What follows belongs to an exercise in optimizing a design on an open flow for small area, a short achievable clock period and few clock cycles per item; a production flow would make more cautious choices. RTL that was checked went through simulation tests only; none was proved equivalent to the original.

== v6 ==
==> flow/design.v <==
module mdc_b(
    input ld, clk,
    input [31:0] i_a, i_b,
    output [31:0] res,
    output done);
    reg [31:0] a, b;
    reg [4:0]  k;
    reg        bo;    
    wire bz = (b == 32'd0);
    wire kz = (k == 5'd0);
    wire [31:0] bg  = b;
    wire [31:0] gg = a & ~bg;
    wire [31:0] pp = ~(a ^ bg);
    reg  [31:0] G, P;
    integer i, j;
    always @* begin
        G = gg; P = pp;
        for (i = 1; i <= 5; i = i + 1)
            for (j = (1 << i) - 1; j < 32; j = j + (1 << i)) begin
                G[j] = G[j] | (P[j] & G[j - (1 << (i - 1))]);
                P[j] = P[j] & P[j - (1 << (i - 1))];
            end
        for (i = 5; i > 0; i = i - 1)
            for (j = (1 << i) + (1 << (i - 1)) - 1; j < 32; j = j + (1 << i)) begin
                G[j] = G[j] | (P[j] & G[j - (1 << (i - 1))]);
                P[j] = P[j] & P[j - (1 << (i - 1))];
            end
    end
    wire [32:0] c   = {G | P, 1'b1};
    wire [32:0] d   = {~c[32], pp ^ c[31:0]};
    wire        eq  = P[31];
    wire        neg = d[32];
    wire both_even  = ~a[0] & ~b[0];
    wire [32:0] y   = bo ? d : {1'b0, a};
    wire [8:0]  x   = (bo ? (a[8:0] ^ b[8:0]) : a[8:0]) | {7'd0, both_even, 1'b0};
    wire [2:0] sh = x[1] ? 3'd0 : x[2] ? 3'd1 : x[3] ? 3'd2 : x[4] ? 3'd3 :
                    x[5] ? 3'd4 : x[6] ? 3'd5 : x[7] ? 3'd6 : 3'd7;
    wire       big = (x[8:1] == 8'd0);
    wire        sneg = bo & neg;
    wire [40:0] yx = {{9{sneg}}, y[32:1]} >> sh;
    wire [31:0] ys = yx[31:0];
    wire [31:0] nb = sneg ? {~ys[31:1], 1'b1} : ys;
    reg [31:0] an, bn;
    reg [4:0]  kn;
    always @* begin
        an = a; bn = b; kn = k;
        if (ld) begin
            an = i_a;
            bn = i_b;
            kn = 5'd0;
        end else if (bz) begin
            if (!kz) begin
                an = {a[30:0], 1'b0};
                kn = k - 5'd1;
            end
        end else if (both_even) begin
            an = {1'b0, b[31:1]};
            bn = nb;
            kn = k + 5'd1;
        end else if (!b[0] || (sneg && big)) begin
            an = b;
            bn = a;
        end else begin
            if (!sneg)
                an = b;
            bn = nb;
        end
    end
    always @(posedge clk) begin
        a  <= an;
        b  <= bn;
        k  <= kn;
        bo <= an[0] & bn[0];
    end
    assign res = a;
    assign done = kz & (bz | (eq & a[0]));
endmodule
==> flow/config.mk <==
export PLATFORM = sky130hd
export DESIGN_NAME = mdc_b
export DESIGN_NICKNAME = mdc_b
export VERILOG_FILES = /design/flow/design.v
export SDC_FILE = /design/flow/constraint.sdc
export NUM_CORES = 4
export LEC_CHECK = 0
export ABC_AREA = 1
export CAP_MARGIN = 20
export CORE_MARGIN = 2
export CORE_UTILIZATION = 50
export CTS_BUF_LIST = sky130_fd_sc_hd__clkbuf_4 sky130_fd_sc_hd__clkbuf_8
export SETUP_SLACK_MARGIN = 2.0
export SLEW_MARGIN = 20
==> flow/constraint.sdc <==
create_clock -name core_clock -period 5.5 [get_ports {clk}]
set_input_delay 1.1000 -clock core_clock [delete_from_list [all_inputs] [get_ports {clk}]]
set_output_delay 1.1000 -clock core_clock [all_outputs]
set_load 0.01 [all_outputs]
standard.sh (not shown) runs the stock make flow with config.mk's settings and CLKGATE_MAP_FILE= SYNTH_SCRIPT=/design/flow/synth_recipe.tcl, a recipe that flattens the netlist after the stock synthesis.
==> flow/flow/run.sh <==
#!/bin/bash
# Standard layout, except that the port buffers are the smallest buffer
# (sky130_fd_sc_hd__buf_1) rather than the cell buffer_ports picks by itself.
# Every input and output port still gets its own buffer.
set -o pipefail
export BUFFER_PORTS_ARGS="-inputs -outputs -buffer_cell sky130_fd_sc_hd__buf_1"
bash standard.sh > standard.log 2>&1
v6 went all the way through synthesis, placement and routing and the layout is clean on timing, DRC and antenna.
The following lists how v7 was set up differently from v6:
- swapping 2.0 for 1.7 in SETUP_SLACK_MARGIN
## What came out
v7 against v6: final cell area excluding filler cells decreased by 600 um2 relative to the old numbers; signed area change from the synthesized netlist to the final layout decreased by 8.0 points relative to the old numbers.
No functional check of the RTL was part of any run of this note.

mdc_b, a different RTL version from the one above (not shown whole).
Size in the first run: roughly 1100 cells after synthesis, ~69 flip-flops, ~99 I/O pins, roughly 7100 um^2 of cells after synthesis.
Settings: LEC_CHECK=0, ABC_AREA=1, CAP_MARGIN=20, CORE_MARGIN=2, CORE_UTILIZATION=50, CTS_BUF_LIST=sky130_fd_sc_hd__clkbuf_4 sky130_fd_sc_hd__clkbuf_8, SETUP_SLACK_MARGIN=1.5, SLEW_MARGIN=20; clock period 5.5 ns.
Scripts as last shown in full above: flow/flow/run.sh
The first run completed with no timing, DRC or antenna violations.
Testbench counts at the start, summed over its fixed seeds: cycles 72,118, items 3,200.
Next try:
==> flow/run.sh (new file) <==
#!/bin/bash
# synth_recipe.tcl (not shown) runs the flow's synth.tcl, then flattens the netlist and writes it again
# the make line also repeats each setting of config.mk as NAME=value (left out here)
make -C /OpenROAD-flow-scripts/flow DESIGN_CONFIG=/design/flow/config.mk WORK_HOME=/design/flow/orfs CLKGATE_MAP_FILE= SYNTH_SCRIPT=/design/flow/synth_recipe.tcl finish
- CORE_UTILIZATION: 50 -> 40
- CTS_BUF_LIST: sky130_fd_sc_hd__clkbuf_4 sky130_fd_sc_hd__clkbuf_8 -> default
- SETUP_SLACK_MARGIN: 1.5 -> 1.3
removed: flow/flow/run.sh
removed: flow/standard.sh
The new run finished clean.
Worst setup slack got worse by 0.30 ns.
Synthesized cell count does not change.
Clock-buffer cell count goes down by 3.
Worst hold slack gets better by 0.0059 ns.
Area after synthesis does not change.
Fmax decreases by 7.5%.
Die area rises by 24%.
Next try:
==> flow/flow/run.sh (new file) <==
#!/bin/bash
# The standard layout (standard.sh) with two changes:
#  - synthesis maps the logic with the ABC script flow/abc.script (an
#    area-oriented mapping) in place of ORFS's; everything else in the
#    synthesis, including the registers and their names, is the standard flow's own;
#  - the port buffers are sky130_fd_sc_hd__buf_1; every port still gets one.
# The output of the whole run goes to standard.log; ORFS's per-step logs are
# under orfs/logs/.
set -euo pipefail
here=$(pwd)
export BUFFER_PORTS_ARGS="-inputs -outputs -buffer_cell sky130_fd_sc_hd__buf_1"
sed 's#log_cmd abc {\*}$abc_args#set abc_args [lreplace $abc_args 1 1 '"$here"'/flow/abc.script]\n  log_cmd abc {*}$abc_args#' \
    "$FLOW_HOME/scripts/synth.tcl" > synth_custom.tcl
grep -q 'flow/abc.script' synth_custom.tcl
sed 's#source $::env(SCRIPTS_DIR)/synth.tcl#source '"$here"'/synth_custom.tcl#' synth_recipe.tcl > synth_recipe_custom.tcl
grep -q 'synth_custom.tcl' synth_recipe_custom.tcl
sed 's#SYNTH_SCRIPT=[^ ]*#SYNTH_SCRIPT='"$here"'/synth_recipe_custom.tcl#' standard.sh > standard_custom.sh
grep -q 'synth_recipe_custom.tcl' standard_custom.sh
bash standard_custom.sh > standard.log 2>&1
==> flow/flow/abc.script (new file) <==
&get -n
&st
&dch
&nf -R 1000
&put
topo
stime -c
buffer -c
upsize -c
dnsize -c
==> flow/standard.sh (new file) <==
#!/bin/bash
# synth_recipe.tcl (not shown) runs the flow's synth.tcl, then flattens the netlist and writes it again
# the make line also repeats each setting of config.mk as NAME=value (left out here)
make -C /OpenROAD-flow-scripts/flow DESIGN_CONFIG=/design/flow/config.mk WORK_HOME=/design/flow/orfs CLKGATE_MAP_FILE= SYNTH_SCRIPT=/design/flow/synth_recipe.tcl "${@:-finish}"
- CTS_BUF_LIST: default -> sky130_fd_sc_hd__clkbuf_4 sky130_fd_sc_hd__clkbuf_8
- SETUP_SLACK_MARGIN: 1.3 -> 1.7
removed: flow/run.sh
The new run finished clean.
Cell area drops by 5.0%.
Fmax goes up by 0.52%.
Setup slack improved by 0.021 ns.
Worst hold slack improved by 0.030 ns.
Wire length drops by 13%.
Via count decreases by 14%.
Synthesized area came out lower by 13%.
Sequential share of layout area climbs by 1.2 points.
Next try:
==> flow/flow/run.sh (replaced) <==
#!/bin/bash
# Standard layout, except that the port buffers are the smallest buffer
# (sky130_fd_sc_hd__buf_1) rather than the cell buffer_ports picks by itself.
# Every input and output port still gets its own buffer.
set -o pipefail
export BUFFER_PORTS_ARGS="-inputs -outputs -buffer_cell sky130_fd_sc_hd__buf_1"
bash standard.sh > standard.log 2>&1
- CTS_BUF_LIST: sky130_fd_sc_hd__clkbuf_4 sky130_fd_sc_hd__clkbuf_8 -> default
removed: flow/flow/abc.script
Synthesized cell count grows by 38%; non-clock buffer count is lower by 52; worst setup slack improved by 0.25 ns.
Next try:
- CORE_UTILIZATION: 40 -> 50
- CTS_BUF_LIST: default -> sky130_fd_sc_hd__clkbuf_4 sky130_fd_sc_hd__clkbuf_8
- SETUP_SLACK_MARGIN: 1.7 -> 1.9
Result: Die area shrinks by about 20%. Final cell count fell by 3.0%. Count of clock-buffer cells in the layout shrinks by 2. Global-route usage came out higher by 6.8 points. Setup slack improved by 0.059 ns. Non-clock buffer count is higher by 3.
Next try:
- CORE_UTILIZATION: 50 -> 40
- SETUP_SLACK_MARGIN: 1.9 -> 2.1
Outcome:
- The new run completed without violations
- setup slack improves by 0.17 ns
- final area climbs by about a fifth
- cell count climbs by a little under a tenth

afterwards: timing with drivers on the ports:
In the flow no input, the clock included, has a driving cell. The finished layouts below were timed again as built, in two steps. Step 1 (the two cells are an assumption about what drives the block):
set clk [get_ports {clk}]
set_driving_cell -lib_cell sky130_fd_sc_hd__clkbuf_16 $clk
set_driving_cell -lib_cell sky130_fd_sc_hd__buf_2 [delete_from_list [all_inputs] $clk]
Step 2 adds t to the input delays and takes it off the output delays; t is the mean of the earliest and latest rising clock arrival at the registers after step 1. Input paths then give back, and output paths get back, about the clock's delay inside the block. a / b / c = no drivers / after step 1 / after step 2; a / b = the first two.
run | t (ns) | setup WS [ns] | worst register clock-pin slew, ns
v6 | 0.418 | 2.092 / 2.052 / 1.909 | 0.09 / 0.09
v7 | 0.416 | 1.819 / 1.779 / 1.885 | 0.09 / 0.09
the first run of note 2 | 0.382 | 1.752 / 1.718 / 1.811 | 0.08 / 0.08
the second run of note 2 | 0.394 | 1.449 / 1.405 / 1.674 | 0.07 / 0.07
the third run of note 2 | 0.408 | 1.470 / 1.470 / 1.470 | 0.08 / 0.08
the fourth run of note 2 | 0.382 | 1.724 / 1.681 / 1.886 | 0.06 / 0.06
the fifth run of note 2 | 0.391 | 1.784 / 1.750 / 2.035 | 0.09 / 0.09
the sixth run of note 2 | 0.391 | 1.949 / 1.913 / 2.152 | 0.08 / 0.08
After both steps setup and hold are still met in every run listed. For v6, which loses most, drivers alone change the setup slack by -0.040 ns; drivers and shift together by -0.183 ns.
